Context: an optimization exercise on an open-source flow, tuned for small area and a short achievable clock period. The choices shown serve that exercise and are no tape-out recipe. Where RTL was checked, it was by simulation tests only, not by an equivalence proof against the original. Power and IR drop assume default switching activity.

== the baseline ==
Design mk_mac, start of the top module:
module mk_mac(CLK,
	      RST_N,
	      put_inp_A_a,
	      EN_put_inp_A,
	      RDY_put_inp_A,
	      put_inp_B_b,
	      EN_put_inp_B,
	      RDY_put_inp_B,
	      put_inp_C_c,
	      EN_put_inp_C,
	      RDY_put_inp_C,
	      put_inp_sel_sel,
	      EN_put_inp_sel,
	      RDY_put_inp_sel,
	      get_mac_op,
	      RDY_get_mac_op);
Size: ~2900 cells after synthesis, roughly 650 flip-flops, ~110 I/O pins, ~26000 um2 of cells after synthesis.
==> flow/config.mk <==
export PLATFORM = sky130hd
export DESIGN_NAME = mk_mac
export DESIGN_NICKNAME = mk_mac
export VERILOG_FILES = /design/flow/design.v
export SDC_FILE = /design/flow/constraint.sdc
export NUM_CORES = 8
export LEC_CHECK = 0
export ABC_AREA = 1
export CAP_MARGIN = 20
export CORE_MARGIN = 2
export CORE_UTILIZATION = 65
export CTS_CLUSTER_DIAMETER = 100
export CTS_CLUSTER_SIZE = 30
export PLACE_DENSITY = 0.75
export SLEW_MARGIN = 20
==> flow/constraint.sdc <==
create_clock -name core_clock -period 9.0 [get_ports {CLK}]
set_input_delay 1.8000 -clock core_clock [delete_from_list [all_inputs] [get_ports {CLK}]]
set_output_delay 1.8000 -clock core_clock [all_outputs]
set_load 0.01 [all_outputs]
standard.sh (not shown) runs the stock make flow with config.mk's settings and CLKGATE_MAP_FILE= SYNTH_SCRIPT=/design/flow/synth_recipe.tcl, a recipe that flattens the netlist after the stock synthesis.
==> flow/flow/run.sh <==
#!/bin/bash
# Standard synthesis, then the standard layout steps with faster port
# buffers and a tighter timing-repair target.
set -e
bash standard.sh synth > synth.log 2>&1
bash standard.sh "BUFFER_PORTS_ARGS=-buffer_cell sky130_fd_sc_hd__buf_2" SETUP_SLACK_MARGIN=6 finish > layout.log 2>&1
Changes in the candidate relative to the baseline:
diff --git a/flow/design.v b/flow/design.v
--- a/flow/design.v
+++ b/flow/design.v
@@ -436,63 +436,62 @@
   wire       ci2 = (ce2 == 8'd255);
   wire       nswp = t2_e < ce2;
   wire [7:0] npc = t2_e - ce2;
   wire [7:0] ncp = ce2 - t2_e;
   wire [7:0] ndif = nswp ? ncp : npc;
   wire       nexc = (t2_e == 8'd255) | ci2;
   wire       nboth0 = (t2_e == 8'd0) & cz2;
   wire       nule = ~nexc & (nboth0 | ((npc == 8'd0) & (t2_f <= t2_c[22:16])));
-  reg        t3_s, t3_swp, t3_exc, t3_nan, t3_both0, t3_ule;
+  wire       z3 = (k3 == 2'd3) ? nboth0 : (k3 == 2'd1) ? cz2 : 1'b0;
+  reg        t3_s, t3_asel, t3_exc, t3_nan;
   reg [4:0]  t3_sh;
   reg [7:0]  t3_e;
   reg [6:0]  t3_f;
-  reg [31:0] t3_c;
+  reg [22:0] t3_cf;
+  reg        t3_cs;
   always @(posedge CLK) begin
-    t3_s <= t2_s;
-    t3_c <= t2_c;
+    t3_s  <= t2_s;
+    t3_cs <= t2_c[31];
+    t3_cf <= z3 ? 23'd0 : t2_c[22:0];
     case (k3)
       2'd3: begin
-        t3_f <= t2_f; t3_e <= nswp ? ce2 : t2_e; t3_swp <= nswp;
+        t3_f <= nboth0 ? 7'd0 : t2_f; t3_e <= nswp ? ce2 : t2_e; t3_asel <= nswp | nule;
         t3_sh <= (nexc | (ndif[7:5] != 3'd0)) ? 5'd31 : ndif[4:0];
         t3_exc <= nexc; t3_nan <= (t2_c[22:0] != 23'd0) | (t2_f != 7'd0);
-        t3_both0 <= nboth0; t3_ule <= nule;
       end
       2'd1: begin
-        t3_f <= 7'd0; t3_e <= ce2; t3_swp <= ~cz2;
+        t3_f <= 7'd0; t3_e <= ce2; t3_asel <= 1'b1;
         t3_sh <= (ci2 | (ce2[7:5] != 3'd0)) ? 5'd31 : ce2[4:0];
         t3_exc <= ci2; t3_nan <= (t2_c[22:0] != 23'd0);
-        t3_both0 <= cz2; t3_ule <= cz2;
       end
       default: begin
-        t3_f <= {~k3[1], 6'd0}; t3_e <= 8'd255; t3_swp <= 1'b0;
+        t3_f <= {~k3[1], 6'd0}; t3_e <= 8'd255; t3_asel <= 1'b0;
         t3_sh <= 5'd31;
         t3_exc <= 1'b1; t3_nan <= (t2_c[22:0] != 23'd0) | ~k3[1];
-        t3_both0 <= 1'b0; t3_ule <= 1'b0;
       end
     endcase
   end
-  wire        asel = t3_swp | t3_ule;
+  wire        asel = t3_asel;
   wire [22:0] mf3 = {t3_f, 16'd0};
-  wire [22:0] cf3 = t3_c[22:0];
-  wire [22:0] af3 = t3_both0 ? 23'd0 : (asel ? cf3 : mf3);
-  wire [22:0] bf3 = t3_both0 ? 23'd0 : (asel ? mf3 : cf3);
+  wire [22:0] af3 = asel ? t3_cf : mf3;
+  wire [22:0] bf3 = asel ? mf3 : t3_cf;
   wire [26:0] bm3 = {1'b1, bf3, 3'b0};
-  wire        sub3 = t3_s ^ t3_c[31];
+  wire        sub3 = t3_s ^ t3_cs;
   wire [26:0] shf3 = (bm3 >> t3_sh) ^ {27{sub3}};
   reg        t4_sub, t4_s, t4_exc, t4_nan;
   reg [7:0]  t4_e;
   reg [22:0] t4_a;
   reg [26:0] t4_b;
   always @(posedge CLK) begin
     t4_sub <= sub3;
-    t4_s   <= asel ? t3_c[31] : t3_s;
+    t4_s   <= asel ? t3_cs : t3_s;
     t4_exc <= t3_exc;
     t4_nan <= t3_nan;
-    t4_e   <= t3_e + 8'd1;
+    t4_e   <= t3_e + 8'd2;
     t4_a   <= af3;
     t4_b   <= shf3;
   end
   wire ad_g1 = 1'b0 & t4_b[0];
   wire ad_x2 = 1'b0 ^ t4_b[0];
   wire ad_g3 = 1'b0 & t4_b[1];
   wire ad_x4 = 1'b0 ^ t4_b[1];
   wire ad_g5 = 1'b0 & t4_b[2];
@@ -820,17 +819,17 @@
   end
   wire [27:0] nm = t6_m << t6_l;
   wire v6 = vld[6];
   reg        t7_s, t7_rnd;
   reg [7:0]  t7_e;
   reg [22:0] t7_f;
   always @(posedge CLK) begin
     t7_s   <= v6 & t6_s;
-    t7_e   <= ~v6 ? 8'd0 : t6_exc ? 8'd255 : t6_e - {3'd0, t6_l};
+    t7_e   <= ~v6 ? 8'd0 : t6_exc ? 8'd255 : t6_e + {3'b111, ~t6_l};    
     t7_f   <= ~v6 ? 23'd0 : t6_exc ? (t6_nan ? 23'h400000 : 23'd0) : nm[26:4];
     t7_rnd <= v6 & ~t6_exc & nm[3] & (nm[4] | (nm[2:0] != 3'd0));
   end
   wire ri_g1 = 1'b0 | (t7_f[1] & (t7_rnd & t7_f[0]));
   wire ri_p2 = t7_f[1] & t7_f[0];
   wire ri_g3 = 1'b0;
   wire ri_p4 = t7_f[3] & t7_f[2];
   wire ri_g5 = 1'b0;
## What came out
- Row post-synthesis simple-gate area fraction: the candidate lower / the baseline higher
- Detailed-route wire length: the candidate vs the baseline down about 2.7%
- [compare] base=the baseline new=the candidate: switching power total lost 0.067 mW; synthesized cell count moved up.
- The baseline → the candidate: area growth from synthesis to layout decreased by 0.30 points relative to the old numbers; period utilization ~0 delta; power fell by 1.7%; clock sink total went down; layout sequential cell count shows a reduction of 0.31%.
No functional check of the RTL was part of any run of this note.

* * *

Another version of the RTL of mk_mac (not shown whole).
Size: ~2300 cells after synthesis, about 24000 sq um of cells after synthesis.
export LEC_CHECK = 0
export ABC_AREA = 0
export CAP_MARGIN = 0
export CORE_MARGIN = 2
export CORE_UTILIZATION = 65
export CTS_CLUSTER_DIAMETER = 100
export CTS_CLUSTER_SIZE = 32
export PLACE_DENSITY = 0.75
export SLEW_MARGIN = 0
create_clock -name core_clock -period 9.0 [get_ports {CLK}]
==> flow/flow/run.sh <==
#!/bin/bash
# Layout flow: the standard synthesis; then the combinational logic of its
# netlist is re-mapped by ABC with every flip-flop instance (name, cell type,
# connections) kept as it is, and the result is checked equivalent to the
# standard netlist (if the check fails, the standard netlist is used); then
# the standard layout steps, with faster port buffers and a tighter
# timing-repair target.  Each tool writes its own log here.
set -e
W=$(pwd)
ABC_D=9.0          # delay target (ps) for the gate sizing in ABC
bash standard.sh synth > synth.log 2>&1

RES=$(dirname "$(find "$W/orfs/results" -name 1_2_yosys.v | head -1)")
LOGD=$(dirname "$(find "$W/orfs/logs" -name 1_2_yosys.log | head -1)")
OBJ=$(dirname "$(find "$W/orfs/objects" -name abc.constr | head -1)")
LIB="$FLOW_HOME/platforms/$FLOW_PLATFORM/lib/sky130_fd_sc_hd__tt_025C_1v80.lib"
YOSYS=$(command -v yosys || echo "$FLOW_HOME/../tools/install/yosys/bin/yosys")
DU=$(grep -o -- '-dont_use [A-Za-z0-9_]*' "$LOGD/1_2_yosys.log" | sort -u | tr '\n' ' ')
KEEP="=sky130_fd_sc_hd__dfxtp_1 =sky130_fd_sc_hd__edfxtp_1 =sky130_fd_sc_hd__conb_1"
cp "$RES/1_2_yosys.v" "$W/std_netlist.v"

sed -e "s#@LIB@#$LIB#g" -e "s#@KEEP@#$KEEP#g" -e "s#@IN@#$W/std_netlist.v#g" \
    -e "s#@SCRIPT@#$W/flow/resyn.abc#g" -e "s#@DU@#$DU#g" -e "s#@CONSTR@#$OBJ/abc.constr#g" \
    -e "s#@D@#$ABC_D#g" -e "s#@OUT@#$W/resyn_netlist.v#g" flow/resyn.ys.in > resyn.ys
sed -e "s#@LIB@#$LIB#g" -e "s#@GOLD@#$W/std_netlist.v#g" -e "s#@GATE@#$W/resyn_netlist.v#g" \
    flow/equiv.ys.in > equiv.ys

if "$YOSYS" -l resyn.log resyn.ys > /dev/null 2>&1 &&
   "$YOSYS" -l equiv.log equiv.ys > /dev/null 2>&1 &&
   grep -q "Equivalence successfully proven" equiv.log; then
  cp "$W/resyn_netlist.v" "$RES/1_2_yosys.v"
  bash standard.sh synth > synth2.log 2>&1
else
  echo "re-mapping not used" > resyn_skipped.txt
fi

bash standard.sh "BUFFER_PORTS_ARGS=-buffer_cell sky130_fd_sc_hd__buf_2" SETUP_SLACK_MARGIN=6.15 finish > layout.log 2>&1
Other scripts of this flow, unchanged in this note and not shown: flow/flow/equiv.ys.in, flow/flow/resyn.abc, flow/flow/resyn.ys.in
Edit:
--- a/flow/design.v
+++ b/flow/design.v
@@ -56,24 +56,16 @@
   wire cls_zi = (iA & zB) | (zA & iB);
   wire [1:0] cls_in = cls_zi ? 2'd0 : (zA | zB) ? 2'd1 : (iA | iB) ? 2'd2 : 2'd3;
   reg [1:0] lc;
   always @(posedge CLK)
     if (!rg_sel) lc <= cls_in;
   wire [7:0] e_sum = (eA + eB + 8'd1) ^ 8'h80;     
-  wire nx_sel = EN_put_inp_sel ? put_inp_sel_sel : rg_sel;
-  wire nx_a7  = EN_put_inp_A ? put_inp_A_a[7] : rg_A[7];
-  wire nx_b7  = EN_put_inp_B ? put_inp_B_b[7] : rg_B[7];
-  reg md_i8, md_ua, md_va, md_ub, md_vb, md_w;
-  always @(posedge CLK) begin
-    md_i8 <= nx_sel;
-    md_ua <= nx_sel & ~nx_a7;
-    md_va <= nx_sel & nx_a7;
-    md_ub <= nx_sel & ~nx_b7;
-    md_vb <= nx_sel & nx_b7;
-    md_w  <= ~nx_sel | (nx_a7 & nx_b7);
-  end
+  wire md_i8 = rg_sel;
+  wire md_ua = rg_sel & ~rg_A[7], md_va = rg_sel & rg_A[7];
+  wire md_ub = rg_sel & ~rg_B[7], md_vb = rg_sel & rg_B[7];
+  wire md_w  = ~rg_sel | (rg_A[7] & rg_B[7]);
   wire mt_1 = (md_i8 & rg_C[5]) ^ (rg_A[0] & rg_B[5]);
   wire mt_2 = (md_i8 & rg_C[5]) & (rg_A[0] & rg_B[5]);
   wire mt_3 = (md_i8 & rg_C[6]) ^ (rg_A[0] & rg_B[6]) ^ (rg_A[1] & rg_B[5]);
   wire mt_4 = ((md_i8 & rg_C[6]) & (rg_A[0] & rg_B[6])) | ((md_i8 & rg_C[6]) & (rg_A[1] & rg_B[5])) | ((rg_A[0] & rg_B[6]) & (rg_A[1] & rg_B[5]));
   wire mt_5 = (rg_A[2] & rg_B[4]) ^ (rg_A[3] & rg_B[3]);
   wire mt_6 = (rg_A[2] & rg_B[4]) & (rg_A[3] & rg_B[3]);
@@ -810,29 +802,28 @@
   wire lz_c88 = ~lz_v73;
   wire lz_v = lz_v83;
   wire [4:0] lz_c = {lz_c88, lz_c87, lz_c86, lz_c85, lz_c84};
   wire [4:0] lz = lz_v ? lz_c : 5'd2;
   reg        t6_s;
   reg [7:0]  t6_e;
-  reg [4:0]  t6_l, t6_ln;          
+  reg [4:0]  t6_l;
   reg [27:0] t6_m;
   always @(posedge CLK) begin
     t6_s   <= t5_s;
     t6_e   <= t5_e;                 
     t6_l   <= lz;
-    t6_ln  <= ~lz;
     t6_m   <= t5_m;
   end
   wire [27:0] nm = t6_m << t6_l;
   wire v6 = vld[6];
   reg        t7_s, t7_rnd;
   reg [7:0]  t7_e;
   reg [22:0] t7_f;
   always @(posedge CLK) begin
     t7_s   <= v6 & t6_s;
-    t7_e   <= ~v6 ? 8'd0 : t6_e + {3'b111, t6_ln};    
+    t7_e   <= ~v6 ? 8'd0 : t6_e + {3'b111, ~t6_l};    
     t7_f   <= ~v6 ? 23'd0 : nm[26:4];
     t7_rnd <= v6 & nm[3] & (nm[4] | (nm[2:0] != 3'd0));
   end
   wire ri_g1 = 1'b0 | (t7_f[1] & (t7_rnd & t7_f[0]));
   wire ri_p2 = t7_f[1] & t7_f[0];
   wire ri_g3 = 1'b0;
Synthesized area falls slightly.
Maximum frequency rises slightly.
Routed wire length went down by a few percent.
Final area drops by a few percent.
Sequential power is lower by a few percent.
Critical path depth does not change.
Cell count shrinks slightly.
Synthesized cell count fell slightly.
Non-clock buffer count came out lower by 5.
Clock-buffer cell count goes up by 4.
Sequential cell count went down by 10.
Setup slack gets better by 0.023 ns.
First-iteration DRC count increases by a quarter to a third.

-- static timing again, ports no longer ideal --
The results above use ideal ports. As a check the final layouts listed here were re-extracted and re-timed, cells and wires unchanged.
Step 1, drivers: a clkbuf_16 drives CLK and a buf_2 each remaining input, both assumed.
Step 2 moves the port delays by t, midway between the first and last clock arrival at a register: inputs arrive t later, outputs are due t later. That takes back most of the time a late clock gives input paths.
a / b / c = ideal ports / drivers / drivers and shift; a / b = the first two.
run	t, ns	setup WS [ns]	worst setup path at the end	clock arrival spread, ns	worst data-port slew with drivers (ns)
the baseline	0.639	6.105 / 6.069 / 6.105	register to register	0.048 / 0.048	0.06
the candidate	0.653	6.092 / 6.069 / 6.092	register to register	0.030 / 0.031	0.04
the first run of note 2	0.629	6.160 / 6.104 / 6.162	input to register	0.023 / 0.024	0.07
the second run of note 2	0.610	6.183 / 6.129 / 6.215	input to register	0.030 / 0.030	0.03
After both steps every run listed still meets setup and hold.
